This design comes from an exercise in tuning for small area, a short achievable clock period and few clock cycles per item on the open sky130 flow, not from production work.
The RTL was checked by simulation tests, not by an equivalence proof against the original design.
No activity file was given, so power comes from the tool's default toggle rates.

--- flow/config.mk ---
export PLATFORM = sky130hd
export DESIGN_NAME = hw3_0516310
export DESIGN_NICKNAME = hw3_0516310
export VERILOG_FILES = /design/flow/design.v
export SDC_FILE = /design/flow/constraint.sdc
export NUM_CORES = 4
export LEC_CHECK = 0
export ABC_CLOCK_PERIOD_IN_PS = 3000
export CAP_MARGIN = 20
export CORE_MARGIN = 2
export CORE_UTILIZATION = 60
export CTS_BUF_LIST = sky130_fd_sc_hd__clkbuf_4 sky130_fd_sc_hd__clkbuf_8
export CTS_CLUSTER_SIZE = 30
export SETUP_SLACK_MARGIN = 1.5
export SLEW_MARGIN = 20
--- flow/design.v ---
module hw3_0516310(
	input clk,
	input enable,
	input [79:0] inbits,
	output [34:0] out_text,
	output reg valid);
	reg [79:0] sr;        
	reg loaded;           
	reg started;          
	reg [2:0] ph;         
	reg [2:0] n;          
	reg [12:0] code_r;    
	reg [27:0] out_hi;    
	wire [22:0] s;
	genvar k;
	generate for (k = 0; k < 23; k = k + 1) begin : g_s
		assign s[k] = sr[79-k];
	end endgenerate
	integer i, j;
	reg [19:0] m;         
	reg [7:0] live;
	always @* begin
		for (i = 0; i < 8; i = i + 1) live[i] = (i >= ph);
		for (i = 0; i < 20; i = i + 1) m[i] = s[i] & (i >= 8 || live[i]);
	end
	reg [20:0] gap, first;
	reg seen, any;
	always @* begin
		seen = started;
		for (i = 0; i <= 20; i = i + 1) begin
			gap[i] = seen & ~(s[i] | s[i+1] | s[i+2]);
			if (i < 8) gap[i] = gap[i] & live[i];
			seen = seen | s[i];
		end
		any = 1'b0;
		for (i = 0; i <= 20; i = i + 1) begin
			first[i] = gap[i] & ~any;
			any = any | gap[i];
		end
	end
	wire found = |gap;
	reg [12:0] code;
	always @* begin
		code = 13'd0;
		for (i = 1; i <= 20; i = i + 1)
			for (j = 0; j < 13; j = j + 1)
				if (j < i) code[j] = code[j] | (first[i] & m[i-1-j]);
	end
	wire st0 = |gap[4:0];
	wire st16 = found ? ~(|gap[12:0]) : ~started & ~(|s[15:0]);
	wire st8 = ~st0 & ~st16;
	reg [2:0] phn;
	always @* begin
		phn = 3'd0;
		for (i = 0; i <= 20; i = i + 1)
			if (first[i]) phn = phn | ((i + 3) % 8);
	end
	wire [79:0] nxt = ({80{~loaded}} & inbits)
	                | ({80{loaded & st0}} & sr)
	                | ({80{loaded & st8}} & {sr[71:0], 8'b0})
	                | ({80{loaded & st16}} & {sr[63:0], 16'b0});
	reg [6:0] letter;
	always @* begin
		case (code_r)
			13'b10111         : letter = 7'd65;
			13'b111010101     : letter = 7'd66;
			13'b11101011101   : letter = 7'd67;
			13'b1110101       : letter = 7'd68;
			13'b1             : letter = 7'd69;
			13'b101011101     : letter = 7'd70;
			13'b111011101     : letter = 7'd71;
			13'b1010101       : letter = 7'd72;
			13'b101           : letter = 7'd73;
			13'b1011101110111 : letter = 7'd74;
			13'b111010111     : letter = 7'd75;
			13'b101110101     : letter = 7'd76;
			13'b1110111       : letter = 7'd77;
			13'b11101         : letter = 7'd78;
			13'b11101110111   : letter = 7'd79;
			13'b10111011101   : letter = 7'd80;
			13'b1110111010111 : letter = 7'd81;
			13'b1011101       : letter = 7'd82;
			13'b10101         : letter = 7'd83;
			13'b111           : letter = 7'd84;
			13'b1010111       : letter = 7'd85;
			13'b101010111     : letter = 7'd86;
			13'b101110111     : letter = 7'd87;
			13'b11101010111   : letter = 7'd88;
			13'b1110101110111 : letter = 7'd89;
			13'b11101110101   : letter = 7'd90;
			default           : letter = 7'd0;
		endcase
	end
	wire emit = loaded & found & (n != 3'd5);
	assign out_text = {out_hi, letter};
	always @(posedge clk) begin
		sr <= nxt;
		if (emit) begin
			code_r <= code;
			out_hi <= {out_hi[20:0], letter};
		end
		if (!enable) begin
			loaded <= 1'b0;
			started <= 1'b0;
			ph <= 3'd0;
			n <= 3'd0;
			valid <= 1'b0;
		end else begin
			loaded <= 1'b1;
			if (loaded) begin
				started <= started | found | (|s[7:0]);
				ph <= phn;
			end
			if (emit) n <= n + 3'd1;
			if (emit && n == 3'd4) valid <= 1'b1;
		end
	end
endmodule
--- flow/standard.sh ---
#!/bin/bash
# synth_recipe.tcl (not shown) runs the flow's synth.tcl, then flattens the netlist and writes it again
# the make line also repeats each setting of config.mk as NAME=value (left out here)
make -C /OpenROAD-flow-scripts/flow DESIGN_CONFIG=/design/flow/config.mk WORK_HOME=/design/flow/orfs CLKGATE_MAP_FILE= SYNTH_SCRIPT=/design/flow/synth_recipe.tcl "${@:-finish}"
--- flow/flow/run.sh ---
#!/bin/bash
# The standard layout, with the port buffers made from the smallest buffer
# (buf_1) instead of the one buffer_ports picks by itself.
set -euo pipefail
bash standard.sh finish \
  "BUFFER_PORTS_ARGS=-buffer_cell sky130_fd_sc_hd__buf_1" \
  > standard.log 2>&1
--- flow/constraint.sdc ---
create_clock -name core_clock -period 5.0 [get_ports {clk}]
set_input_delay 1.0000 -clock core_clock [delete_from_list [all_inputs] [get_ports {clk}]]
set_output_delay 1.0000 -clock core_clock [all_outputs]
set_load 0.01 [all_outputs]
==> summary.md, run 1 <==
| Metric | Value |
|---|---|
| Status | no timing/DRC/antenna violations |
| Setup Viol. Count Final | 0 |
| Initial antenna violation count | 0 |
| Hold WC Path Type | reg -> reg |
| Worst setup SP type | register |
| Slowest cell on the critical path | edfxtp_1 |
| Kind of critical path | reg -> out |
| Worst vdd ir | about 0.00062 V |
| Starting Density | 61.9% |
| Top cell type's share of synthesized area | a little over a fifth |
| First-pass GRT wire length | between 40 and 50 mm |
| EDFF count, synth | 37 |
| Worst r2r src | sr[77] |
| Max Freq | 292 MHz |
| Syn avg cell area | 8.83 sq um |
| Relative slew slack | 25.7% |
| CP cell instances | nor3b_4 > and2_1 > a32oi_1 > a21boi_0 > nand4_1 > clkbuf_2 |
| Crit. End Element | output pin |
| Die Span X | 121 um |
| Synthesized cell area | ~0.0083 sq mm |
| I/O pin count | 118 |
| Maximum buffer depth of the clock tree | 2 |
| Sink of the worst hold path | out_hi[7] |
| Most frequent cell after synthesis | nand2_1 |
| Seq/Total Area, Yosys | 35.0% |
| Post-Layout Inst Area | 0.00933 sq mm |
| Die area | 0.0147 sq mm |
| Final Hold Fails | 0 |
| Htree depth | 4 |
| Syn Inst Count | 936 |
| Pleak | roughly 3.2 nW |
| Post-layout nets | about 1100 |
| Clk sink count | 126 |
| Pre-antenna DRT Iters | 7 |
| Main area contributors after synthesis | dfxtp_1 (22%), edfxtp_1 (13%), o221ai_2 (9.1%) |
| Ys flop type | dfxtp_1 |
| Max-cap viol count | 0 |
| Leading area contributor after synthesis | dfxtp_1 |
| DP Area | roughly 0.0086 sq mm |
| Routed Antenna Nets | 0 |
| CTS tree | yes |
| FP Rows | 42 |
| HPWL after detailed placement | 19.8 mm |
| Dpl cells | ~1100 |
| Die height | roughly 120 um |
| Final non-filler cell total | ~1200 |
| Number of DRC markers in iteration 0 | about 1400 |
| Share of cells above drive strength 1 | 14.9% |
| DRC | 0 |
| Final wirelength | 30.1 mm |
| #FFs+latches synth | between 100 and 150 |
| Via Count | between 8000 and 9000 |
| GPL Wtd Cong | roughly 1 |
| R2R Path End | code_r[1] |
| Minimum clock period | 3430 ps |
| CP max stage delay | 580 ps |
| Worst EP required | 4000 ps |
| N_diodes | 0 |
| Via/cell ratio | roughly 7.5 |
| Synth top cells by count | nand2_1 (117), dfxtp_1 (89), o21ai_0 (80) |
| Pwr/cell area | ~850 mW/mm^2 |
| Post-DR wirelength/cell | about 25 um |
| CTS hold repair buffers | 0 |
| # fillers | between 900 and 1000 |
| Root buffer cell | clkbuf_8 |
| All-layer global routing usage | around two fifths |
| Clock skew | 17.7 ps |
| Distinct cells, synth | between 70 and 80 |
| Worst Reg-to-Reg Cells | 8 |
| Ys async rst share | 0% |
| Clock-pin slew of the registers on the worst-case setup and hold paths | about 70 ps |
| Area grow syn2layout | 12.9% |
| Tightest Pin Transition | 1110 ps |
| Core area | 0.0133 sq mm |
| # port buffers | 112 |
| Fin. max-slew vios | 0 |
| Clock latency (worst-skew pair) | approximately 460 ps |
| RSZ-0062 raised after global routing | no |
| R2R Setup Slk | 1590 ps |
| Fin crit share | 68.6% |
| Hold path depth | 0 |
| Vias in the first global route | 8456 |
| Ys Warns | 13 |
| Pin count of the biggest net entering global routing | 78 |
| Overflow after GRT | 0 |
| Worst Min Path Start | out_hi[0] |
| Setup TNS | 0 ps |
| Critical path fanouts, max | 10 |
| Clock buffer count from CTS | 17 |
| Pwr Total | 7.95 mW |
| Critical path arrival | 2430 ps |
logic make-up (layout without fill, tap and decap cells):
logic type	count (synthesis)	count (layout)	synth area share (%)
AO/OA/AOI/OAI	322	322	31.6
XOR/XNOR	1	1	0.106
adder cells (fa/ha/maj)	3	3	0.454
buffers and inverters	106	179	5.93
flip-flops	126	126	35.0
multiplexers	63	63	7.63
other	1	5	0.0454
AND/OR/NAND/NOR	314	315	19.2
report_power, final:
| group | total [mW] | internal, mW | switching [mW] |
|---|---|---|---|
| sequential | 2.46 | 1.66 | 0.803 |
| clock | 1.07 | 0.657 | 0.416 |
| combinational | 4.42 | 1.56 | 2.86 |
layer usage:
metal,part of all wire (%),GRT usage [%]
met1,36,48.5
met2,47,65.0
met3,11,11.5
met4,6.0,22.1
met5,0,0
state kept, by name (all words and copies together), names as in the netlist:
register	flops
ph	3
started	1
loaded	1
sr	80
n	3
code_r	13
out_hi	24
valid	1
stage by stage:
stage                     worst slack [ps]  hold WS [ps]  utilization, %
after CTS                             1510           444            68.4
after global routing                  1470           458            69.9
after floorplan                       1700           442               -
final                                 1570           445            69.9
after global placement                1300           425            64.2
after detailed placement              1210           431            64.2
worst max path at each step:
stage	cells after the start	from	to	slack (ps)
after global routing	8	code_r[12]	out_text[6]	1470
after global placement	9	sr[72]	n[0]	1300
after floorplan	7	sr[71]	code_r[0]	1700
final	6	code_r[5]	out_text[6]	1570
after detailed placement	8	sr[71]	sr[21]	1210
after CTS	9	sr[71]	n[0]	1510
worst max-delay path: cells and delay by family, from the launching register on:
| kind | cells | cell delay, ps |
|---|---|---|
| AO/OA/AOI/OAI | 2 | 630 |
| buffers and inverters | 1 | 150 |
| flip-flops | 1 | 580 |
| AND/OR/NAND/NOR | 3 | 600 |
layout make-up:
cell class                 instances  area (sq um)  area share [%]
clock buffer                      20           256            2.75
timing repair buffer             137           631            6.76
tap                              176           220            2.36
clock inverter                    11           214            2.29
inverter                          11          41.3           0.442
multi-input combinational        709          5070            54.3
sequential                       126          2900            31.1
placed cells by master, fill, tap and decap left out, types with 11 or more instances in the layout:
cell	n
a21oi_1	31
a22o_1	15
a22oi_1	22
and2_1	13
buf_1	110
buf_4	22
clkbuf_8	17
dfxtp_1	83
edfxtp_1	37
inv_1	11
mux2i_1	63
nand2_1	116
nand3_1	39
nand4_1	12
nor2_1	41
nor3_1	20
o21ai_0	79
o221ai_1	15
o221ai_2	50
o22ai_1	23
timing repair:
action                                 4_1_cts  5_1_grt
buffers inserted                             6        9
cloned                                       1        0
setup endpoints to repair                  107      129
gates resized for setup                     11       29
pin swaps                                    1        4
endpoints found under the hold margin        0        0
Testbench counts, summed over its fixed seeds: cycles 29,937, items 4,000.
==> run 2, diff against run 1 <==
--- a/flow/config.mk
+++ b/flow/config.mk
@@ -9,5 +9,5 @@
 export CAP_MARGIN = 20
 export CORE_MARGIN = 2
-export CORE_UTILIZATION = 60
+export CORE_UTILIZATION = 40
 export CTS_BUF_LIST = sky130_fd_sc_hd__clkbuf_4 sky130_fd_sc_hd__clkbuf_8
 export CTS_CLUSTER_SIZE = 30
==> summary.md, run 2 <==
| Metric | Value |
|---|---|
| Status | no timing/DRC/antenna violations (unchanged) |
| Sink of the worst hold path | out_hi[22] (was out_hi[7]) |
| Pwr/cell area | 796 mW/mm^2 (was 852 mW/mm^2) |
| Clock-pin slew of the registers on the worst-case setup and hold paths | 80 ps (was 70 ps) |
| FP Rows | 52 (was 42) |
| Syn avg cell area | 8.83 sq um (unchanged) |
| Vias in the first global route | 7600 (was 8456) |
| Slowest cell on the critical path | edfxtp_1 (unchanged) |
| Multi-input gate area | 0.00501 sq mm (was 0.00507 sq mm) |
| Comb pwr share | 56.5% (was 55.5%) |
| Worst EP required | 4000 ps (about the same) |
| Worst vdd ir | 0.000464 V (was 0.000615 V) |
| Number of DRC markers in iteration 0 | 945 (was 1444) |
| I/O pin count | 118 (unchanged) |
| RSZ-0062 raised after global routing | yes (was no) |
| Minimum clock period | 3410 ps (was 3430 ps) |
| Die Span X | 148 um (was 121 um) |
| Overflow after GRT | 0 (unchanged) |
| Ys Warns | 13 (unchanged) |
| Main area contributors after synthesis | dfxtp_1 (22%), edfxtp_1 (13%), o221ai_2 (9.1%) (unchanged) |
| Max Freq | 294 MHz (was 292 MHz) |
| Worst Reg-to-Reg Cells | 8 (unchanged) |
| Root buffer cell | clkbuf_8 (unchanged) |
| Crit. End Element | output pin (unchanged) |
| Leading area contributor after synthesis | dfxtp_1 (unchanged) |
| GPL Wtd Cong | 0.959 (was 1.00) |
| Setup Viol. Count Final | 0 (unchanged) |
| Pleak | 3.18 nW (was 3.21 nW) |
| Post-DR wirelength/cell | 20.5 um (was 25.3 um) |
| CP cell instances | nor4_2 > buf_4 > nor2b_4 > nand3_2 > nor2_2 > a22o_1 > a31oi_1 > and3_1 > nand2_1 > buf_2 (was nor3b_4 > and2_1 > a32oi_1 > a21boi_0 > nand4_1 > clkbuf_2) |
| Regs by FF count | sr (80), out_hi (24), code_r (13) (unchanged) |
| Most frequent cell after synthesis | nand2_1 (unchanged) |
| P_sw | 3.80 mW (was 4.08 mW) |
| Seq pwr share | 31.0% (about the same) |
| Hold WC Path Type | reg -> reg (unchanged) |
| CP max stage delay | 420 ps (was 580 ps) |
| DRC | 0 (unchanged) |
| Final wirelength | 26.3 mm (was 30.1 mm) |
| Switch share | 51.1% (was 51.3%) |
| Die height | 148 um (was 121 um) |
| Area grow syn2layout | 12.9% (about the same) |
| Via Count | 8124 (was 8876) |
| Core area | 0.0202 sq mm (was 0.0133 sq mm) |
| Setup TNS | 0 ps (unchanged) |
| Critical path fanouts, max | 3 (was 10) |
| First-pass GRT wire length | 41.1 mm (was 46.1 mm) |
| Worst setup SP type | register (unchanged) |
| Relative slew slack | 30.1% (was 25.7%) |
| R2R Setup Slk | 1680 ps (was 1590 ps) |
| Fin. max-slew vios | 0 (unchanged) |
| Clk pwr share | 12.4% (was 13.5%) |
| Pre-antenna DRT Iters | 6 (was 7) |
| Register Area | 0.00290 sq mm (about the same) |
| Fin crit share | 68.1% (was 68.6%) |
| Routed Antenna Nets | 0 (unchanged) |
| Most flops, register | sr (unchanged) |
| Worst Min Path Start | out_hi[15] (was out_hi[0]) |
| Synthesized cell area | 0.00827 sq mm (unchanged) |
| Maximum buffer depth of the clock tree | 2 (unchanged) |
| Max-cap viol count | 0 (unchanged) |
| CTS tree | yes (unchanged) |
| Initial antenna violation count | 1 (was 0) |
| Worst r2r src | sr[77] (unchanged) |
| Pin count of the biggest net entering global routing | 91 (was 78) |
| Htree depth | 4 (unchanged) |
| Worst hold slack | 451 ps (was 445 ps) |
| Tightest Pin Transition | 1050 ps (was 1110 ps) |
| EDFF count, synth | 37 (unchanged) |
| Starting Density | 40.8% (was 61.9%) |
| Crit path buffers/inverters | 2 (was 1) |
| Syn Inst Count | 936 (unchanged) |
| Most common cell after layout, fill and taps aside | nand2_1 (unchanged) |
| HPWL after detailed placement | 18.2 mm (was 19.8 mm) |
| Most frequent cells in the layout | nand2_1 (116), buf_1 (110), dfxtp_1 (87), o21ai_0 (80), mux2i_1 (63) (was nand2_1 (116), buf_1 (110), dfxtp_1 (83), o21ai_0 (79), mux2i_1 (63)) |
| R2R Path End | ph[1] (was code_r[1]) |
| All-layer global routing usage | 23.4% (was 40.3%) |
| Clock latency (worst-skew pair) | 460 ps (about the same) |
| Clk sink count | 126 (unchanged) |
| # fillers | 2044 (was 943) |
| Delay-heaviest family, CP | simple AND/OR/NAND/NOR gates (was compound AO/OA/AOI/OAI gates) |
| Critical path arrival | 2410 ps (was 2430 ps) |
| Kind of critical path | reg -> out (unchanged) |
| #FFs+latches synth | 126 (unchanged) |
| Max FFs per register | 80 (unchanged) |
| Ys flop type | dfxtp_1 (unchanged) |
| Ys async rst share | 0% (unchanged) |
| Final Hold Fails | 0 (unchanged) |
| P_int | 3.63 mW (was 3.87 mW) |
| Share of cells above drive strength 1 | 14.2% (was 14.9%) |
| Synth top cells by count | nand2_1 (117), dfxtp_1 (89), o21ai_0 (80) (unchanged) |
| Clock skew | 19.7 ps (was 17.7 ps) |
| Top cell type's share of synthesized area | 21.6% (unchanged) |
| Hold path depth | 0 (unchanged) |
| Clock buffer count from CTS | 17 (unchanged) |
| Seq/Total Area, Yosys | 35.0% (unchanged) |
| Distinct cells, synth | 74 (unchanged) |
| Via/cell ratio | 6.32 (was 7.46) |
| # port buffers | 112 (unchanged) |
| Die area | 0.0218 sq mm (was 0.0147 sq mm) |
| Post-layout nets | 1086 (was 1087) |
## run 2: cell counts after synthesis
No cell type changed its count.
## run 2: layout make-up
class,instances,area share [%]
multi-input cells,708,53.7
diodes,1,0.0268
clock buffers,18,2.66
well taps,270,3.62
flip-flops and latches,126,31.1
clock inverters,14,1.65
inverters,11,0.443
repair buffers,137,6.85
## run 2: logic make-up (layout without fill, tap and decap cells)
| logic type | count (synthesis) | in the layout | share of synthesized area, % |
|---|---|---|---|
| flops | 126 | 126 | 35.0 |
| xor+xnor | 1 | 1 | 0.106 |
| simple gates | 314 | 314 | 19.2 |
| fa+ha+maj | 3 | 3 | 0.454 |
| mux | 63 | 63 | 7.63 |
| compound gates | 322 | 322 | 31.6 |
| buf+inv | 106 | 180 | 5.93 |
| other cells | 1 | 6 | 0.0454 |
## run 2: timing repair
action / 4_1_cts / 5_1_grt
resized for setup: 10 / 18
buffers inserted: 6 / 3
setup endpoints to repair: 37 / 99
hold buffers: 0 / 0
pin swaps: 1 / 0
gates cloned: 0 / 1
## run 2: metrics by stage
step / std cells / utilization [%] / setup WS, ps / cell area, sq um / total power, mW
final: 1285 / 46.1 / 1590 / 9330 / 7.42
after detailed placement: 1242 / 43.2 / 1320 / 8740 / 6.25
after global placement: 1242 / 43.2 / 1420 / 8740 / 6.25
after global routing: 1285 / 46.1 / 1470 / 9330 / 7.87
after floorplan: 940 / - / 1700 / 8290 / 5.23
after CTS: 1280 / 45.6 / 1520 / 9230 / 7.24
## run 2: power groups by stage
stage          clock network [mW]  registers, mW  logic [mW]
4_1_cts                     0.945           2.28        4.01
2_1_floorplan                   0           1.96        3.27
6_report                    0.923           2.30        4.20
5_1_grt                     0.985           2.36        4.52
3_3_place_gp                    0           2.31        3.94
3_5_place_dp                    0           2.31        3.94
## run 2: how the worst max path moves through the flow
stage / start / end / slack [ps] / cells after the start
detailed placement: sr[69] / out_hi[14] / 1320 / 7
global placement: sr[79] / sr[72] / 1420 / 10
CTS: code_r[6] / out_text[6] / 1520 / 8
finish: code_r[12] / out_text[2] / 1590 / 10
floorplan: sr[71] / code_r[0] / 1700 / 7
global route: code_r[12] / out_text[6] / 1470 / 8
## run 2: routing by layer
metal	track usage, %	wire (um)
met1	30.1	11200
met2	39.0	12500
met3	5.06	1870
met4	7.79	753
met5	0	0
==> run 3, diff against run 2 <==
--- a/flow/config.mk
+++ b/flow/config.mk
@@ -12,4 +12,4 @@
 export CTS_BUF_LIST = sky130_fd_sc_hd__clkbuf_4 sky130_fd_sc_hd__clkbuf_8
 export CTS_CLUSTER_SIZE = 30
-export SETUP_SLACK_MARGIN = 1.5
+export SETUP_SLACK_MARGIN = 1.75
 export SLEW_MARGIN = 20
==> summary.md, run 3 <==
| Metric | Value |
|---|---|
| Clock buffer count from CTS | 17 (unchanged) |
| Starting Density | 40.8% (unchanged) |
| Seq pwr share | 31.3% (was 31.0%) |
| P_int | 3.74 mW (was 3.63 mW) |
| GPL Wtd Cong | 0.975 (was 0.959) |
| Die area | 0.0218 sq mm (unchanged) |
| I/O pin count | 118 (unchanged) |
| Final Hold Fails | 0 (unchanged) |
| Crit. End Element | output pin (unchanged) |
| Syn avg cell area | 8.83 sq um (unchanged) |
| Critical path fanouts, max | 5 (was 3) |
| Core area | 0.0202 sq mm (unchanged) |
| Kind of critical path | reg -> out (unchanged) |
| # port buffers | 112 (unchanged) |
| Seq/Total Area, Yosys | 35.0% (unchanged) |
| Register Area | 0.00291 sq mm (was 0.00290 sq mm) |
| Max Freq | 293 MHz (was 294 MHz) |
| Slowest cell on the critical path | edfxtp_1 (unchanged) |
| Dpl cells | 1242 (unchanged) |
| FP Rows | 52 (unchanged) |
| Regs by FF count | sr (80), out_hi (24), code_r (13) (unchanged) |
| Comb pwr share | 57.3% (was 56.5%) |
| Clk pwr share | 11.4% (was 12.4%) |
| Synth top cells by count | nand2_1 (117), dfxtp_1 (89), o21ai_0 (80) (unchanged) |
| #FFs+latches synth | 126 (unchanged) |
| Final non-filler cell total | 1302 (was 1285) |
| Distinct cells, synth | 74 (unchanged) |
| Vias in the first global route | 7631 (was 7600) |
| Worst vdd ir | 0.000454 V (was 0.000464 V) |
| Leading area contributor after synthesis | dfxtp_1 (unchanged) |
| Max-cap viol count | 0 (unchanged) |
| Ys Warns | 13 (unchanged) |
| Most flops, register | sr (unchanged) |
| Maximum buffer depth of the clock tree | 2 (unchanged) |
| Pleak | 3.30 nW (was 3.18 nW) |
| Critical path arrival | 2410 ps (about the same) |
| Syn Inst Count | 936 (unchanged) |
| Synthesized cell area | 0.00827 sq mm (unchanged) |
| Root buffer cell | clkbuf_8 (unchanged) |
| Final wirelength | 26.5 mm (was 26.3 mm) |
| Top cell type's share of synthesized area | 21.6% (unchanged) |
| Pin count of the biggest net entering global routing | 62 (was 91) |
| Max FFs per register | 80 (unchanged) |
| Overflow after GRT | 0 (unchanged) |
| HPWL after detailed placement | 18.2 mm (about the same) |
| Most frequent cell after synthesis | nand2_1 (unchanged) |
| Routed Antenna Nets | 0 (unchanged) |
| Most common cell after layout, fill and taps aside | nand2_1 (unchanged) |
| Relative slew slack | 43.9% (was 30.1%) |
| Ys async rst share | 0% (unchanged) |
| All-layer global routing usage | 23.8% (was 23.4%) |
| Post-DR wirelength/cell | 20.4 um (was 20.5 um) |
| Clk sink count | 126 (unchanged) |
| CP max stage delay | 490 ps (was 420 ps) |
| First-pass GRT wire length | 41.2 mm (was 41.1 mm) |
| Die height | 148 um (unchanged) |
| CP cell instances | nand2_1 > nor3b_2 > and2_1 > a22o_1 > a31oi_2 > and3_4 > nand4_1 > buf_2 (was nor4_2 > buf_4 > nor2b_4 > nand3_2 > nor2_2 > a22o_1 > a31oi_1 > and3_1 > nand2_1 > buf_2) |
| Die Span X | 148 um (unchanged) |
| Ys flop type | dfxtp_1 (unchanged) |
| Tightest Pin Transition | 840 ps (was 1050 ps) |
| Main area contributors after synthesis | dfxtp_1 (22%), edfxtp_1 (13%), o221ai_2 (9.1%) (unchanged) |
| # fillers | 2000 (was 2044) |
| DRC | 0 (unchanged) |
| RSZ-0062 raised after global routing | yes (unchanged) |
| Fin crit share | 68.2% (was 68.1%) |
| P_sw | 3.87 mW (was 3.80 mW) |
| Hold WC Path Type | reg -> reg (unchanged) |
| Worst EP required | 4000 ps (about the same) |
| Status | no timing/DRC/antenna violations (unchanged) |
| Fin. max-slew vios | 0 (unchanged) |
| Worst setup SP type | register (unchanged) |
| Multi-input gate area | 0.00513 sq mm (was 0.00501 sq mm) |
| Htree depth | 4 (unchanged) |
| Post-layout nets | 1103 (was 1086) |
| EDFF count, synth | 37 (unchanged) |
| Via/cell ratio | 6.26 (was 6.32) |
| Worst Reg-to-Reg Cells | 9 (was 8) |
| Hold path depth | 0 (unchanged) |
| Initial antenna violation count | 0 (was 1) |
| Minimum clock period | 3410 ps (about the same) |
| Switch share | 50.9% (was 51.1%) |
| Setup TNS | 0 ps (unchanged) |
| Pre-antenna DRT Iters | 5 (was 6) |
| Clock skew | 19.4 ps (was 19.7 ps) |
| Clock-pin slew of the registers on the worst-case setup and hold paths | 90 ps (was 80 ps) |
| Share of cells above drive strength 1 | 18.1% (was 14.2%) |
| Pwr/cell area | 791 mW/mm^2 (was 796 mW/mm^2) |
| Most frequent cells in the layout | nand2_1 (114), buf_1 (107), dfxtp_1 (81), o21ai_0 (78), mux2i_1 (63) (was nand2_1 (116), buf_1 (110), dfxtp_1 (87), o21ai_0 (80), mux2i_1 (63)) |
| Number of DRC markers in iteration 0 | 836 (was 945) |
| Via Count | 8149 (was 8124) |
| CTS tree | yes (unchanged) |
| Clock latency (worst-skew pair) | 460 ps (about the same) |
| Area grow syn2layout | 16.3% (was 12.9%) |
| Setup Viol. Count Final | 0 (unchanged) |
## run 3: cell counts after synthesis
No cell type changed its count.
## run 3: cells by family after synthesis
kind of cell | synth area share, %
flops | 35.0
other cells | 0.0454
xor+xnor | 0.106
compound gates | 31.6
simple gates | 19.2
mux | 7.63
buf+inv | 5.93
fa+ha+maj | 0.454
## run 3: routing by layer
layer | part of all wire [%] | global-route usage, %
met5 | 0 | 0
met4 | 3.1 | 9.71
met3 | 7.2 | 5.12
met2 | 48 | 38.6
met1 | 42 | 30.8
## run 3: repair_timing
action / in CTS / in global routing
gates cloned: 0 / 1
resized for setup: 31 / 34
setup endpoints to repair: 131 / 126
pin swaps: 7 / 12
setup buffers: 17 / 9
hold buffers: 0 / 0
## run 3: critical path: cells and delay by family, from the launching register on
family          cells  cell delay (ps)
simple gates        5             1040
flops               1              490
compound gates      2              270
buf+inv             1              150
## run 3: per-stage QoR
| stage | hold WS, ps | total power [mW] | util [%] | setup slack (ps) | instance area [sq um] |
|---|---|---|---|---|---|
| 2_1_floorplan | 442 | 5.23 | - | 1760 | 8300 |
| 3_3_place_gp | 429 | 6.30 | 43.3 | 1450 | 8760 |
| 3_5_place_dp | 433 | 6.30 | 43.3 | 1420 | 8760 |
| 4_1_cts | 437 | 7.34 | 46.4 | 1590 | 9390 |
| 5_1_grt | 462 | 8.08 | 47.5 | 1440 | 9610 |
| 6_report | 440 | 7.61 | 47.5 | 1590 | 9620 |
## run 3: path summary, 6_finish.rpt
| check | endpoint | start | slack (ps) |
|---|---|---|---|
| max | out_text[6] | code_r[0] | 1590 |
| min | out_hi[18] | out_hi[11] | 440 |
| max reg2reg | code_r[3] | sr[72] | 1850 |
| min reg2reg | out_hi[18] | out_hi[11] | 440 |
## run 3: power groups by stage
stage               Clock (mW)  Sequential [mW]  Combinational [mW]
global route             0.926             2.44                4.71
finish                   0.864             2.38                4.36
detailed placement           0             2.37                3.93
global placement             0             2.38                3.92
floorplan                    0             1.96                3.27
CTS                      0.885             2.34                4.12
## run 3: layout make-up
cell class                      count  share of cell area, %
Clock inverter                     15                   1.42
Inverter                           11                  0.455
Tap cell                          270                   3.51
Multi-Input combinational cell    709                   53.4
Clock buffer                       17                   2.43
Timing Repair Buffer              153                   8.54
Sequential cell                   126                   30.2
Antenna cell                        1                 0.0260
==> run 4, diff against run 3 <==
--- a/flow/config.mk
+++ b/flow/config.mk
@@ -6,5 +6,4 @@
 export NUM_CORES = 4
 export LEC_CHECK = 0
-export ABC_CLOCK_PERIOD_IN_PS = 3000
 export CAP_MARGIN = 20
 export CORE_MARGIN = 2
@@ -12,4 +11,5 @@
 export CTS_BUF_LIST = sky130_fd_sc_hd__clkbuf_4 sky130_fd_sc_hd__clkbuf_8
 export CTS_CLUSTER_SIZE = 30
-export SETUP_SLACK_MARGIN = 1.75
+export SETUP_SLACK_MARGIN = 1.5
 export SLEW_MARGIN = 20
+export TNS_END_PERCENT = 20
==> summary.md, run 4 <==
| Metric | Value |
|---|---|
| Clk sink count | 126 (unchanged) |
| Seq pwr share | 30.7% (was 31.3%) |
| Final Hold Fails | 0 (unchanged) |
| Multiplexer area fraction after synthesis | 7.63% (unchanged) |
| Top cell type's share of synthesized area | 21.6% (unchanged) |
| DRC | 0 (unchanged) |
| Syn avg cell area | 8.83 sq um (unchanged) |
| #FFs+latches synth | 126 (unchanged) |
| Via Count | 8134 (was 8149) |
| CTS tree | yes (unchanged) |
| Post-DR wirelength/cell | 20.5 um (was 20.4 um) |
| Critical path arrival | 2450 ps (was 2410 ps) |
| Largest family of logic cells by synthesized area | compound AO/OA/AOI/OAI gates (unchanged) |
| Setup Viol. Count Final | 0 (unchanged) |
| Pre-antenna DRT Iters | 6 (was 5) |
| Clock-pin slew of the registers on the worst-case setup and hold paths | 80 ps (was 90 ps) |
| Core area | 0.0202 sq mm (unchanged) |
| Minimum clock period | 3450 ps (was 3410 ps) |
| Max FFs per register | 80 (unchanged) |
| Htree depth | 4 (unchanged) |
| Vias in the first global route | 7600 (was 7631) |
| HPWL after detailed placement | 18.2 mm (about the same) |
| Root buffer cell | clkbuf_8 (unchanged) |
| All-layer global routing usage | 23.4% (was 23.8%) |
| Worst EP required | 4000 ps (about the same) |
| Synth Area in Simple Gates | 19.2% (unchanged) |
| Max Freq | 290 MHz (was 293 MHz) |
| Initial antenna violation count | 1 (was 0) |
| Synthesized cell area | 0.00827 sq mm (unchanged) |
| Crit. End Element | output pin (unchanged) |
| Most frequent cell after synthesis | nand2_1 (unchanged) |
| Synth Area in Adders | 0.454% (unchanged) |
| Area grow syn2layout | 13.4% (was 16.3%) |
| Number of DRC markers in iteration 0 | 921 (was 836) |
| Hold WC Path Type | reg -> reg (unchanged) |
| Syn Inst Count | 936 (unchanged) |
| Clock skew | 18.9 ps (was 19.4 ps) |
| Worst vdd ir | 0.000461 V (was 0.000454 V) |
| Synth top cells by count | nand2_1 (117), dfxtp_1 (89), o21ai_0 (80) (unchanged) |
| P_sw | 3.80 mW (was 3.87 mW) |
| Most flops, register | sr (unchanged) |
| Worst setup SP type | register (unchanged) |
| Overflow after GRT | 0 (unchanged) |
| Ys Warns | 13 (unchanged) |
| Seq/Total Area, Yosys | 35.0% (unchanged) |
| Leading area contributor after synthesis | dfxtp_1 (unchanged) |
| Post-synthesis compound-gate area fraction | 31.6% (unchanged) |
| Switch share | 51.0% (was 50.9%) |
| Most frequent cells in the layout | nand2_1 (116), buf_1 (110), dfxtp_1 (87), o21ai_0 (80), mux2i_1 (63) (was nand2_1 (114), buf_1 (107), dfxtp_1 (81), o21ai_0 (78), mux2i_1 (63)) |
| Maximum buffer depth of the clock tree | 2 (unchanged) |
| Die area | 0.0218 sq mm (unchanged) |
| Die Span X | 148 um (unchanged) |
| GPL Wtd Cong | 0.959 (was 0.975) |
| RSZ-0062 raised after global routing | no (was yes) |
| Fin crit share | 69.1% (was 68.2%) |
| Distinct cells, synth | 74 (unchanged) |
| Pwr/cell area | 794 mW/mm^2 (was 791 mW/mm^2) |
| Via/cell ratio | 6.30 (was 6.26) |
| Clock buffer count from CTS | 17 (unchanged) |
| FP Rows | 52 (unchanged) |
| Setup TNS | 0 ps (unchanged) |
| Clk pwr share | 12.4% (was 11.4%) |
| First-pass GRT wire length | 41.1 mm (was 41.2 mm) |
| EDFF count, synth | 37 (unchanged) |
| Tightest Pin Transition | 1050 ps (was 840 ps) |
| Share of cells above drive strength 1 | 14.7% (was 18.1%) |
| CP max stage delay | 420 ps (was 490 ps) |
| I/O pin count | 118 (unchanged) |
| Die height | 148 um (unchanged) |
| CP cell instances | nor4_2 > buf_4 > nor2b_4 > nand3_2 > nor2_2 > a22o_1 > a31oi_1 > and3_1 > nand2_1 > buf_2 (was nand2_1 > nor3b_2 > and2_1 > a22o_1 > a31oi_2 > and3_4 > nand4_1 > buf_2) |
| P_int | 3.65 mW (was 3.74 mW) |
| Max-cap viol count | 0 (unchanged) |
| Clock latency (worst-skew pair) | 460 ps (about the same) |
| Delay-heaviest family, CP | simple AND/OR/NAND/NOR gates (unchanged) |
| Status | no timing/DRC/antenna violations (unchanged) |
| Ys flop type | dfxtp_1 (unchanged) |
| Fin. max-slew vios | 0 (unchanged) |
| Pin count of the biggest net entering global routing | 91 (was 62) |
| Starting Density | 40.8% (unchanged) |
| Kind of critical path | reg -> out (unchanged) |
| Ys async rst share | 0% (unchanged) |
| Slowest cell on the critical path | edfxtp_1 (unchanged) |
| Regs by FF count | sr (80), out_hi (24), code_r (13) (unchanged) |
| Pwr Total | 7.45 mW (was 7.61 mW) |
| Critical path fanouts, max | 3 (was 5) |
| Main area contributors after synthesis | dfxtp_1 (22%), edfxtp_1 (13%), o221ai_2 (9.1%) (unchanged) |
| CTS hold repair buffers | 0 (unchanged) |
| Most common cell after layout, fill and taps aside | nand2_1 (unchanged) |
| Final wirelength | 26.5 mm (about the same) |
| Relative slew slack | 30.3% (was 43.9%) |
| Post-layout nets | 1092 (was 1103) |
| Crit path buffers/inverters | 2 (was 1) |
| Routed Antenna Nets | 0 (unchanged) |
| Pleak | 3.21 nW (was 3.30 nW) |
| # port buffers | 112 (unchanged) |
| Xor/xnor share of the synthesized area | 0.106% (unchanged) |
| Comb pwr share | 56.9% (was 57.3%) |
## run 4: cell counts after synthesis
Identical to the previous run, type by type.
## run 4: timing repair
item	4_1_cts	5_1_grt
pin swaps	1	1
endpoints found under the setup margin	37	99
hold endpoints to repair	0	0
gates resized for setup	9	19
setup buffers	6	9
gates cloned	0	1
## run 4: worst register-to-register path, cell delays in order (launching register included)
cell	delay, ps
dfxtp_1	420
nor4_2	510
nand3_1	200
o21ai_0	770
o22a_1	240
a221oi_1	80
a2111oi_0	710
nand3_1	140
## run 4: stage by stage
stage	std cells	area [sq um]	setup slack, ps	util (%)	hold WS [ps]
detailed placement	1242	8740	1320	43.2	438
global placement	1242	8740	1420	43.2	430
CTS	1280	9230	1490	45.6	446
finish	1291	9380	1550	46.3	450
global route	1291	9380	1450	46.3	463
floorplan	940	8290	1700	-	442
## run 4: final timing paths
kind                                  from           to  slack, ps  cells past startpoint
worst min-delay path            out_hi[15]   out_hi[22]        450                      0
worst max-delay path            code_r[12]  out_text[2]       1550                     10
worst max register to register      sr[75]    code_r[5]       1640                      7
worst min register to register  out_hi[15]   out_hi[22]        450                      0
## run 4: power by group through the flow
stage / sequential [mW] / combinational [mW] / clock [mW]
finish: 2.29 / 4.24 / 0.924
global route: 2.35 / 4.57 / 0.985
CTS: 2.28 / 4.01 / 0.945
detailed placement: 2.31 / 3.94 / 0
global placement: 2.31 / 3.94 / 0
floorplan: 1.96 / 3.27 / 0
## run 4: metal layers
metal | up-vias | GRT usage [%] | part of all wire [%]
met4 | 0 | 7.79 | 2.4
li1 | 3778 | - | -
met1 | 3933 | 30.1 | 43
met5 | - | 0 | 0
met2 | 364 | 39.0 | 48
met3 | 59 | 5.06 | 7.0
## run 4: cells by family (layout without fill, tap and decap cells)
logic type / Yosys count / in the layout
simple gates: 314 / 314
mux: 63 / 63
other cells: 1 / 6
compound gates: 322 / 322
flops: 126 / 126
xor+xnor: 1 / 1
buf+inv: 106 / 186
fa+ha+maj: 3 / 3
## run 4: area by class of cell
type	count	area, sq um
Multi-Input combinational cell	708	5010
Fill cell	2041	10900
Inverter	11	41.3
Timing Repair Buffer	143	684
Sequential cell	126	2900
Clock buffer	18	248
Clock inverter	14	154
Antenna cell	1	2.50
Tap cell	270	338
==> run 5, diff against run 4 <==
--- a/flow/config.mk
+++ b/flow/config.mk
@@ -13,3 +13,3 @@
 export SETUP_SLACK_MARGIN = 1.5
 export SLEW_MARGIN = 20
-export TNS_END_PERCENT = 20
+export TNS_END_PERCENT = 0
==> summary.md, run 5 <==
| Metric | Value |
|---|---|
| Comb pwr share | 56.4% (was 56.9%) |
| Via/cell ratio | 6.33 (was 6.30) |
| Switch share | 51.1% (was 51.0%) |
| R2R Setup Slk | 1580 ps (was 1640 ps) |
| Most frequent cell after synthesis | nand2_1 (unchanged) |
| Most common cell after layout, fill and taps aside | nand2_1 (unchanged) |
| HPWL after detailed placement | 18.2 mm (unchanged) |
| Clk sink count | 126 (unchanged) |
| Initial antenna violation count | 1 (unchanged) |
| Worst Reg-to-Reg Cells | 10 (was 7) |
| #FFs+latches synth | 126 (unchanged) |
| Fin. max-slew vios | 0 (unchanged) |
| Post-layout nets | 1088 (was 1092) |
| Worst EP required | 4000 ps (about the same) |
| CTS tree | yes (unchanged) |
| Distinct cells, synth | 74 (unchanged) |
| Dpl cells | 1242 (unchanged) |
| Hold WC Path Type | reg -> reg (unchanged) |
| R2R Path End | sr[72] (was code_r[5]) |
| Seq/Total Area, Yosys | 35.0% (unchanged) |
| Die height | 148 um (unchanged) |
| Synth top cells by count | nand2_1 (117), dfxtp_1 (89), o21ai_0 (80) (unchanged) |
| Multi-input gate area | 0.00500 sq mm (was 0.00501 sq mm) |
| Minimum clock period | 3460 ps (was 3450 ps) |
| Vias in the first global route | 7575 (was 7600) |
| Setup Viol. Count Final | 0 (unchanged) |
| Worst Min Path Start | out_hi[15] (unchanged) |
| Tightest Pin Transition | 1050 ps (about the same) |
| Regs by FF count | sr (80), out_hi (24), code_r (13) (unchanged) |
| Die area | 0.0218 sq mm (unchanged) |
| Worst setup SP type | register (unchanged) |
| Ys flop type | dfxtp_1 (unchanged) |
| Clock-pin slew of the registers on the worst-case setup and hold paths | 80 ps (about the same) |
| Most frequent cells in the layout | nand2_1 (116), buf_1 (110), dfxtp_1 (87), o21ai_0 (80), mux2i_1 (63) (unchanged) |
| RSZ-0062 raised after global routing | yes (was no) |
| P_sw | 3.80 mW (about the same) |
| I/O pin count | 118 (unchanged) |
| Final wirelength | 26.4 mm (was 26.5 mm) |
| Syn avg cell area | 8.83 sq um (unchanged) |
| Main area contributors after synthesis | dfxtp_1 (22%), edfxtp_1 (13%), o221ai_2 (9.1%) (unchanged) |
| Routed Antenna Nets | 0 (unchanged) |
| DRC | 0 (unchanged) |
| Relative slew slack | 29.7% (was 30.3%) |
| Die Span X | 148 um (unchanged) |
| Seq pwr share | 31.1% (was 30.7%) |
| Hold path depth | 0 (unchanged) |
| Pre-antenna DRT Iters | 5 (was 6) |
| Status | no timing/DRC/antenna violations (unchanged) |
| Final Hold Fails | 0 (unchanged) |
| Syn Inst Count | 936 (unchanged) |
| # fillers | 2045 (was 2041) |
| Final non-filler cell total | 1287 (was 1291) |
| Leading area contributor after synthesis | dfxtp_1 (unchanged) |
| Worst vdd ir | 0.000460 V (was 0.000461 V) |
| Critical path arrival | 2460 ps (was 2450 ps) |
| Kind of critical path | reg -> out (unchanged) |
| Most flops, register | sr (unchanged) |
| Synthesized cell area | 0.00827 sq mm (unchanged) |
| Pleak | 3.18 nW (was 3.21 nW) |
| # port buffers | 112 (unchanged) |
| Worst r2r src | sr[79] (was sr[75]) |
| Max Freq | 289 MHz (was 290 MHz) |
| Core area | 0.0202 sq mm (unchanged) |
| Setup TNS | 0 ps (unchanged) |
| Clock buffer count from CTS | 17 (unchanged) |
| All-layer global routing usage | 23.3% (was 23.4%) |
| Critical path fanouts, max | 5 (was 3) |
| Clock skew | 19.6 ps (was 18.9 ps) |
| Root buffer cell | clkbuf_8 (unchanged) |
| Number of DRC markers in iteration 0 | 808 (was 921) |
| Top cell type's share of synthesized area | 21.6% (unchanged) |
| Crit. End Element | output pin (unchanged) |
| FP Rows | 52 (unchanged) |
| Post-DR wirelength/cell | 20.5 um (about the same) |
| Htree depth | 4 (unchanged) |
| Starting Density | 40.8% (unchanged) |
| Pin count of the biggest net entering global routing | 91 (unchanged) |
| Clk pwr share | 12.4% (about the same) |
| Ys Warns | 13 (unchanged) |
| Max-cap viol count | 0 (unchanged) |
| Fin crit share | 69.2% (was 69.1%) |
| Register Area | 0.00290 sq mm (unchanged) |
| First-pass GRT wire length | 41.0 mm (was 41.1 mm) |
| Share of cells above drive strength 1 | 14.2% (was 14.7%) |
| Overflow after GRT | 0 (unchanged) |
| Pwr Total | 7.43 mW (was 7.45 mW) |
| P_int | 3.63 mW (was 3.65 mW) |
| GPL Wtd Cong | 0.959 (unchanged) |
| Area grow syn2layout | 12.9% (was 13.4%) |
| Pwr/cell area | 796 mW/mm^2 (was 794 mW/mm^2) |
| Via Count | 8142 (was 8134) |
| Sink of the worst hold path | out_hi[22] (unchanged) |
| Ys async rst share | 0% (unchanged) |
| Max FFs per register | 80 (unchanged) |
| EDFF count, synth | 37 (unchanged) |
| Maximum buffer depth of the clock tree | 2 (unchanged) |
| Clock latency (worst-skew pair) | 460 ps (about the same) |
## run 5: cell counts after synthesis
Identical to the previous run, type by type.
## run 5: power by group through the flow
stage / logic (mW) / clock network, mW / registers, mW
global route: 4.51 / 0.985 / 2.37
CTS: 3.98 / 0.945 / 2.28
detailed placement: 3.94 / 0 / 2.31
floorplan: 3.27 / 0 / 1.96
global placement: 3.94 / 0 / 2.31
finish: 4.19 / 0.924 / 2.31
## run 5: timing repair
action,CTS,global route
hold buffers,0,0
resized for setup,5,20
setup endpoints to repair,37,99
pin swaps,1,0
buffers inserted,2,9
gates cloned,0,1
## run 5: worst max-delay path, stage by stage (launching register included)
cell and delay [ps]:
edfxtp_1 480, nor4_2 250, buf_4 190, nor2b_4 180, nand3_2 130, nor2_2 130, a22o_1 170, a31oi_1 60
and3_1 180, nand2_1 100, clkbuf_2 150
## run 5: how the worst max path moves through the flow
stage	to	depth (start not counted)	startpoint
floorplan	code_r[0]	7	sr[71]
CTS	out_text[2]	8	code_r[6]
global placement	sr[72]	10	sr[79]
detailed placement	out_hi[14]	7	sr[69]
global route	out_text[6]	8	code_r[11]
finish	out_text[2]	10	code_r[11]
## run 5: stage by stage
stage               setup slack (ps)  instance area, sq um  utilization (%)  hold WS, ps
floorplan                       1700                  8290                -          442
global placement                1420                  8740             43.2          430
detailed placement              1320                  8740             43.2          438
CTS                             1350                  9180             45.4          446
global route                    1400                  9330             46.1          463
finish                          1540                  9330             46.1          451
## run 5: cell families (layout without fill, tap and decap cells)
logic type	after synthesis	in the layout	synth area share (%)
simple gates	314	314	19.2
xor+xnor	1	1	0.106
buf+inv	106	182	5.93
compound gates	322	322	31.6
fa+ha+maj	3	3	0.454
mux	63	63	7.63
other cells	1	6	0.0454
flops	126	126	35.0
## run 5: metal layers
metal  track usage [%]  vias to the layer above  routed length, um
met5                 0                        -                  0
met4              7.60                        0                740
met3              5.12                       72               1660
met2              38.7                      326              12600
met1              30.2                     3974              11400
li1                  -                     3770                  -
## run 5: cell type report
cell class,instances,share of cell area [%]
antenna,1,0.0268
clock buffer,18,2.65
clock inverter,14,1.65
inverter,11,0.442
multi-input combinational,708,53.6
sequential,126,31.0
tap,270,3.62
timing repair buffer,139,7.01
==> run 6, diff against run 5 <==
--- a/flow/config.mk
+++ b/flow/config.mk
@@ -6,4 +6,5 @@
 export NUM_CORES = 4
 export LEC_CHECK = 0
+export ABC_CLOCK_PERIOD_IN_PS = 10000
 export CAP_MARGIN = 20
 export CORE_MARGIN = 2
@@ -13,3 +14,2 @@
 export SETUP_SLACK_MARGIN = 1.5
 export SLEW_MARGIN = 20
-export TNS_END_PERCENT = 0
==> summary.md, run 6 <==
| Metric | Value |
|---|---|
| Status | no timing/DRC/antenna violations (unchanged) |
| Clk pwr share | 12.4% (about the same) |
| Pleak | 3.18 nW (about the same) |
| Main area contributors after synthesis | dfxtp_1 (22%), edfxtp_1 (13%), o221ai_2 (9.1%) (unchanged) |
| Htree depth | 4 (unchanged) |
| Share of cells above drive strength 1 | 14.2% (about the same) |
| P_int | 3.63 mW (about the same) |
| Syn Inst Count | 936 (unchanged) |
| Worst EP required | 4000 ps (about the same) |
| Setup Viol. Count Final | 0 (unchanged) |
| RSZ-0062 raised after global routing | yes (unchanged) |
| Leading area contributor after synthesis | dfxtp_1 (unchanged) |
| Final non-filler cell total | 1285 (was 1287) |
| Setup TNS | 0 ps (unchanged) |
| First-pass GRT wire length | 41.1 mm (was 41.0 mm) |
| Pin count of the biggest net entering global routing | 91 (unchanged) |
| Largest family of logic cells by synthesized area | compound AO/OA/AOI/OAI gates (unchanged) |
| Core area | 0.0202 sq mm (unchanged) |
| Ys Warns | 13 (unchanged) |
| Fin. max-slew vios | 0 (unchanged) |
| DR top layer | met4 (unchanged) |
| All-layer global routing usage | 23.4% (was 23.3%) |
| R2R Setup Slk | 1680 ps (was 1580 ps) |
| Root buffer cell | clkbuf_8 (unchanged) |
| Synth top cells by count | nand2_1 (117), dfxtp_1 (89), o21ai_0 (80) (unchanged) |
| Overflow after GRT | 0 (unchanged) |
| Distinct cells, synth | 74 (unchanged) |
| Relative slew slack | 30.1% (was 29.7%) |
| Post-layout nets | 1086 (was 1088) |
| #FFs+latches synth | 126 (unchanged) |
| Wl on met1 | 11.2 mm (was 11.4 mm) |
| Switch share | 51.1% (about the same) |
| Crit. End Element | output pin (unchanged) |
| Pre-antenna DRT Iters | 6 (was 5) |
| DR WL met3 | 1.87 mm (was 1.66 mm) |
| Synth Area in Simple Gates | 19.2% (unchanged) |
| R2R Path End | ph[1] (was sr[72]) |
| Max FFs per register | 80 (unchanged) |
| Pre-CTS WS | 1320 ps (unchanged) |
| DRC | 0 (unchanged) |
| Worst hold slack | 451 ps (about the same) |
| CP endpoint | out_text[2] (unchanged) |
| Clock skew | 19.7 ps (was 19.6 ps) |
| Worst Reg-to-Reg Cells | 8 (was 10) |
| Most common cell after layout, fill and taps aside | nand2_1 (unchanged) |
| WL met2 | 12.5 mm (was 12.6 mm) |
| Clk sink count | 126 (unchanged) |
| Clock buffer count from CTS | 17 (unchanged) |
| Pwr/cell area | 796 mW/mm^2 (about the same) |
| Post-DR wirelength/cell | 20.5 um (about the same) |
| Fin crit share | 68.1% (was 69.2%) |
| Dpl cells | 1242 (unchanged) |
| Worst setup SP type | register (unchanged) |
| Via/cell ratio | 6.32 (was 6.33) |
| Die Span X | 148 um (unchanged) |
| CTS tree | yes (unchanged) |
| Via Count | 8124 (was 8142) |
| GPL Wtd Cong | 0.959 (unchanged) |
| Multiplexer area fraction after synthesis | 7.63% (unchanged) |
| Most frequent cells in the layout | nand2_1 (116), buf_1 (110), dfxtp_1 (87), o21ai_0 (80), mux2i_1 (63) (unchanged) |
| Ys flop type | dfxtp_1 (unchanged) |
| Most flops, register | sr (unchanged) |
| Seq/Total Area, Yosys | 35.0% (unchanged) |
| Top cell type's share of synthesized area | 21.6% (unchanged) |
| Regs by FF count | sr (80), out_hi (24), code_r (13) (unchanged) |
| Number of DRC markers in iteration 0 | 945 (was 808) |
| Max-cap viol count | 0 (unchanged) |
| P_sw | 3.80 mW (about the same) |
| FP Rows | 52 (unchanged) |
| Comb pwr share | 56.5% (was 56.4%) |
| Final wirelength | 26.3 mm (was 26.4 mm) |
| HPWL after detailed placement | 18.2 mm (unchanged) |
| Worst r2r src | sr[77] (was sr[79]) |
| Clock latency (worst-skew pair) | 460 ps (about the same) |
| Die area | 0.0218 sq mm (unchanged) |
| Final Hold Fails | 0 (unchanged) |
| Xor/xnor share of the synthesized area | 0.106% (unchanged) |
| Max Freq | 294 MHz (was 289 MHz) |
| Kind of critical path | reg -> out (unchanged) |
| Critical path arrival | 2410 ps (was 2460 ps) |
| CP startpoint | code_r[12] (was code_r[11]) |
| Area grow syn2layout | 12.9% (about the same) |
| Routed Antenna Nets | 0 (unchanged) |
| Hold WC Path Type | reg -> reg (unchanged) |
| Maximum buffer depth of the clock tree | 2 (unchanged) |
| EDFF count, synth | 37 (unchanged) |
| Starting Density | 40.8% (unchanged) |
| Worst vdd ir | 0.000464 V (was 0.000460 V) |
| I/O pin count | 118 (unchanged) |
| Tightest Pin Transition | 1050 ps (about the same) |
| Final Util | 46.1% (about the same) |
| Ys async rst share | 0% (unchanged) |
| Die height | 148 um (unchanged) |
| Minimum clock period | 3410 ps (was 3460 ps) |
| Seq pwr share | 31.0% (was 31.1%) |
| CTS hold repair buffers | 0 (unchanged) |
| Syn avg cell area | 8.83 sq um (unchanged) |
| # port buffers | 112 (unchanged) |
| Synth Area in Adders | 0.454% (unchanged) |
| Critical path fanouts, max | 3 (was 5) |
| Worst setup margin | 1590 ps (was 1540 ps) |
| Most frequent cell after synthesis | nand2_1 (unchanged) |
| Post-synthesis compound-gate area fraction | 31.6% (unchanged) |
| Vias in the first global route | 7600 (was 7575) |
| Synthesized cell area | 0.00827 sq mm (unchanged) |
| Initial antenna violation count | 1 (unchanged) |
| Clock-pin slew of the registers on the worst-case setup and hold paths | 80 ps (about the same) |
[run 6: cell counts after synthesis]
Identical to the previous run, type by type.
[run 6: worst min-delay path by stage]
stage,start,to,slack [ps],cells after the start
3_3_place_gp,out_hi[13],out_hi[20],430,0
2_1_floorplan,sr[2],sr[10],440,2
5_1_grt,out_hi[15],out_hi[22],460,0
6_report,out_hi[15],out_hi[22],450,0
4_1_cts,out_hi[15],out_hi[22],450,0
3_5_place_dp,out_hi[3],out_hi[10],440,0
[run 6: metal layers]
metal,vias up,global-route usage [%]
met5,-,0
met4,0,7.79
met3,73,5.06
met2,352,39.0
met1,3924,30.1
li1,3775,-
[run 6: what timing repair did]
action	4_1_cts	5_1_grt
resized for setup	10	18
setup endpoints to repair	37	99
pin swaps	1	0
buffers inserted	6	3
gates cloned	0	1
[run 6: critical path: stages (launching register included)]
cell and delay [ps]:
edfxtp_1 420, nor4_2 290, buf_4 170, nor2b_4 170, nand3_2 130, nor2_2 130, a22o_1 170, a31oi_1 60
and3_1 180, nand2_1 100, buf_2 140
[run 6: cell type report]
cell class / instances / area, sq um
diodes: 1 / 2.50
fillers: 2044 / 10900
inverters: 11 / 41.3
clock buffers: 18 / 248
repair buffers: 137 / 639
multi-input cells: 708 / 5010
flip-flops and latches: 126 / 2900
clock inverters: 14 / 154
well taps: 270 / 338
[run 6: through the flow]
step	cell area [sq um]	total power, mW
after floorplan	8290	5.23
after global placement	8740	6.25
after detailed placement	8740	6.25
after CTS	9230	7.24
after global routing	9330	7.87
final	9330	7.42
[run 6: power groups by stage]
stage,clock network (mW),registers [mW],logic (mW)
6_report,0.923,2.30,4.20
5_1_grt,0.985,2.36,4.52
4_1_cts,0.945,2.28,4.01
3_5_place_dp,0,2.31,3.94
3_3_place_gp,0,2.31,3.94
2_1_floorplan,0,1.96,3.27
[run 6: kinds of logic (layout without fill, tap and decap cells)]
family,after synthesis,in the layout
AOI/OAI and AO/OA,322,322
and+or+nand+nor,314,314
DFF,126,126
buffers and inverters,106,180
muxes,63,63
adders and majority gates,3,3
other,1,6
xor gates and xnor gates,1,1
==> run 7, diff against run 6 <==
--- a/flow/config.mk
+++ b/flow/config.mk
@@ -6,4 +6,5 @@
 export NUM_CORES = 4
 export LEC_CHECK = 0
+export ABC_AREA = 1
 export ABC_CLOCK_PERIOD_IN_PS = 10000
 export CAP_MARGIN = 20
==> summary.md, run 7 <==
| Metric | Value |
|---|---|
| Worst Reg-to-Reg Cells | 18 (was 8) |
| Via/cell ratio | 5.53 (was 6.32) |
| Crit. End Element | output pin (unchanged) |
| Worst setup SP type | register (unchanged) |
| Synthesized cell area | 0.00833 sq mm (was 0.00827 sq mm) |
| Distinct cells, synth | 43 (was 74) |
| Top cell type's share of synthesized area | 21.4% (was 21.6%) |
| Die height | 148 um (about the same) |
| Core area | 0.0204 sq mm (was 0.0202 sq mm) |
| CP startpoint | code_r[3] (was code_r[12]) |
| EDFF count, synth | 37 (unchanged) |
| Root buffer cell | clkbuf_8 (unchanged) |
| Clock latency (worst-skew pair) | 460 ps (about the same) |
| # fillers | 2135 (was 2044) |
| Main area contributors after synthesis | dfxtp_1 (21%), nand2_1 (14%), edfxtp_1 (13%) (was dfxtp_1 (22%), edfxtp_1 (13%), o221ai_2 (9.1%)) |
| Die Span X | 148 um (about the same) |
| Routed Antenna Nets | 0 (unchanged) |
| Post-layout nets | 1399 (was 1086) |
| Final Hold Fails | 0 (unchanged) |
| Overflow after GRT | 0 (unchanged) |
| Initial antenna violation count | 0 (was 1) |
| GPL Wtd Cong | 0.897 (was 0.959) |
| Minimum clock period | 3420 ps (was 3410 ps) |
| Register Area | 0.00290 sq mm (about the same) |
| First-pass GRT wire length | 42.4 mm (was 41.1 mm) |
| Via Count | 8836 (was 8124) |
| R2R Path End | sr[72] (was ph[1]) |
| Worst EP required | 4000 ps (about the same) |
| Critical path fanouts, max | 4 (was 3) |
| Most frequent cell after synthesis | nand2_1 (unchanged) |
| Tightest Pin Transition | 966 ps (was 1050 ps) |
| Ys flop type | dfxtp_1 (unchanged) |
| Post-DR wirelength/cell | 16.8 um (was 20.5 um) |
| Max FFs per register | 80 (unchanged) |
| DRC | 0 (unchanged) |
| Final wirelength | 26.8 mm (was 26.3 mm) |
| Clock-pin slew of the registers on the worst-case setup and hold paths | 80 ps (about the same) |
| Relative slew slack | 35.4% (was 30.1%) |
| Starting Density | 40.9% (was 40.8%) |
| Hold path depth | 0 (unchanged) |
| Htree depth | 4 (unchanged) |
| Setup TNS | 0 ps (unchanged) |
| CP endpoint | out_text[3] (was out_text[2]) |
| # port buffers | 112 (unchanged) |
| All-layer global routing usage | 24.1% (was 23.4%) |
| Clk sink count | 126 (unchanged) |
| Most flops, register | sr (unchanged) |
| Kind of critical path | reg -> out (unchanged) |
| Clock buffer count from CTS | 17 (unchanged) |
| #FFs+latches synth | 126 (unchanged) |
| Number of DRC markers in iteration 0 | 781 (was 945) |
| Critical path arrival | 2420 ps (was 2410 ps) |
| Clock skew | 13.0 ps (was 19.7 ps) |
| RSZ-0062 raised after global routing | yes (unchanged) |
| DP Area | 0.00875 sq mm (was 0.00874 sq mm) |
| HPWL after detailed placement | 18.7 mm (was 18.2 mm) |
| Pwr/cell area | 640 mW/mm^2 (was 796 mW/mm^2) |
| N_diodes | 0 (was 1) |
| Area grow syn2layout | 10.8% (was 12.9%) |
| Ys Warns | 13 (unchanged) |
| I/O pin count | 118 (unchanged) |
| Hold WC Path Type | reg -> reg (unchanged) |
| Vias in the first global route | 8305 (was 7600) |
| R2R Setup Slk | 1820 ps (was 1680 ps) |
| Max Freq | 293 MHz (was 294 MHz) |
| Multi-input gate area | 0.00469 sq mm (was 0.00501 sq mm) |
| Fin crit share | 68.4% (was 68.1%) |
| Pin count of the biggest net entering global routing | 73 (was 91) |
| Pleak | 3.84 nW (was 3.18 nW) |
| Syn Inst Count | 1250 (was 936) |
| Worst r2r src | sr[71] (was sr[77]) |
| Ys async rst share | 0% (unchanged) |
| Seq/Total Area, Yosys | 34.7% (was 35.0%) |
| Maximum buffer depth of the clock tree | 2 (unchanged) |
| Fin. max-slew vios | 0 (unchanged) |
| Most common cell after layout, fill and taps aside | nand2_1 (unchanged) |
| Post-Layout Inst Area | 0.00923 sq mm (was 0.00933 sq mm) |
| Most frequent cells in the layout | nand2_1 (315), nand3_1 (194), nor2_1 (132), buf_1 (112), nand4_1 (110) (was nand2_1 (116), buf_1 (110), dfxtp_1 (87), o21ai_0 (80), mux2i_1 (63)) |
| CTS tree | yes (unchanged) |
| Share of cells above drive strength 1 | 7.16% (was 14.2%) |
| Pre-antenna DRT Iters | 5 (was 6) |
| Setup Viol. Count Final | 0 (unchanged) |
| Status | no timing/DRC/antenna violations (unchanged) |
| Max-cap viol count | 0 (unchanged) |
| Regs by FF count | sr (80), out_hi (24), code_r (13) (unchanged) |
| Leading area contributor after synthesis | dfxtp_1 (unchanged) |
| Syn avg cell area | 6.67 sq um (was 8.83 sq um) |
| Worst vdd ir | 0.000406 V (was 0.000464 V) |
| Synth top cells by count | nand2_1 (316), nand3_1 (194), nor2_1 (135) (was nand2_1 (117), dfxtp_1 (89), o21ai_0 (80)) |
| FP Rows | 52 (unchanged) |
| Die area | 0.0220 sq mm (was 0.0218 sq mm) |
-- run 7: changes by cell type in the layout (fill, tap and decap cells not counted), sizes merged, moves of 63 or more --
cell / change
mux2i: -63
nor2: +100
o221ai: -65
nand4: +98
nand2: +206
inv: +88
nand3: +158
nand3b: +65
-- run 7: layout make-up --
| class | instances | area share [%] |
|---|---|---|
| Multi-Input combinational cell | 938 | 50.9 |
| Sequential cell | 126 | 31.4 |
| Clock buffer | 21 | 2.93 |
| Timing Repair Buffer | 120 | 5.38 |
| Clock inverter | 11 | 1.26 |
| Tap cell | 270 | 3.66 |
| Inverter | 111 | 4.51 |
-- run 7: worst min-delay path by stage --
| stage | start | endpoint | slack, ps |
|---|---|---|---|
| 2_1_floorplan | sr[0] | sr[0] | 460 |
| 3_3_place_gp | out_hi[13] | out_hi[20] | 430 |
| 3_5_place_dp | out_hi[18] | out_hi[25] | 430 |
| 4_1_cts | out_hi[11] | out_hi[18] | 450 |
| 5_1_grt | out_hi[0] | out_hi[7] | 470 |
| 6_report | out_hi[11] | out_hi[18] | 450 |
-- run 7: cells by family after synthesis --
family / Yosys count / share of synthesized area, %
AO/OA/AOI/OAI: 59 / 3.95
XOR/XNOR: 1 / 0.105
adder cells (fa/ha/maj): 3 / 0.450
AND/OR/NAND/NOR: 869 / 50.4
buffers and inverters: 191 / 10.3
other: 1 / 0.0450
flip-flops: 126 / 34.7
-- run 7: metal layers --
layer  vias to the layer above  global-route usage, %  share of wire [%]
met2                       319                   39.5                 47
li1                       4358                      -                  -
met1                      4119                   32.6                 45
met5                         -                      0                  0
met4                         0                   7.62                2.1
met3                        40                   3.83                5.7
-- run 7: critical path, cell delays in order, from the launching register on --
cell and delay [ps]:
edfxtp_1 420, nor2_1 120, inv_1 60, nor2_1 80
inv_1 100, nor2_1 180, inv_1 120, nor3_1 370
a211oi_1 160, nand4_1 190, buf_1 170
-- run 7: power breakdown --
group          leakage, nW  internal, mW  switching [mW]  total, mW
clock network        0.204         0.470           0.428      0.898
logic                 2.52         0.880            2.13       3.01
registers             1.12          1.52           0.483       2.00
total                 3.84          2.87            3.04       5.90
-- run 7: through the flow --
step           power (mW)  cells  hold WS, ps  setup WS, ps  util, %
2_1_floorplan        4.14   1254          460          2230        -
3_3_place_gp         4.88   1564          425          1500     43.0
3_5_place_dp         4.90   1564          432          1410     43.0
4_1_cts              5.82   1596          453          1500     45.0
5_1_grt              6.35   1597          469          1440     45.3
6_report             5.90   1597          453          1580     45.3
-- run 7: timing repair --
action / in CTS / in global routing
buffers inserted: 0 / 0
hold buffers: 0 / 0
pin swaps: 0 / 3
setup endpoints to repair: 76 / 118
gates cloned: 0 / 1
resized for setup: 4 / 14

[afterwards: timing with drivers on the ports]
No port has a modelled driver above. Below, the same layouts with a new extraction and two added sets of constraints.
Step 1 assumes that a clkbuf_16 drives the clock port and a buf_2 every other input.
Step 2 times the ports against the registers' clock, not the clock port: input delays grow and output delays shrink by t, the midpoint of the rising clock arrivals with the driver on.
Three values: ideal ports, drivers, drivers and shift; two values: the first two.
| run | t (ns) | setup WS [ns] | worst hold slack (ns) | worst setup path after step 2 | pins driven straight from the clock port |
|---|---|---|---|---|---|
| run 1 | 0.488 | 1.572 / 1.533 / 1.591 | 0.445 / 0.445 / 0.445 | register to register | 1 |
| run 2 | 0.487 | 1.593 / 1.555 / 1.684 | 0.451 / 0.451 / 0.451 | register to register | 1 |
| run 3 | 0.497 | 1.589 / 1.546 / 1.850 | 0.440 / 0.440 / 0.440 | register to register | 1 |
| run 4 | 0.485 | 1.547 / 1.508 / 1.643 | 0.450 / 0.450 / 0.450 | register to register | 1 |
| run 5 | 0.483 | 1.540 / 1.501 / 1.575 | 0.451 / 0.451 / 0.451 | register to register | 1 |
| run 6 | 0.487 | 1.593 / 1.555 / 1.684 | 0.451 / 0.451 / 0.451 | register to register | 1 |
| run 7 | 0.495 | 1.582 / 1.541 / 1.823 | 0.453 / 0.453 / 0.453 | register to register | 1 |
After both steps setup and hold are still met in every run listed.
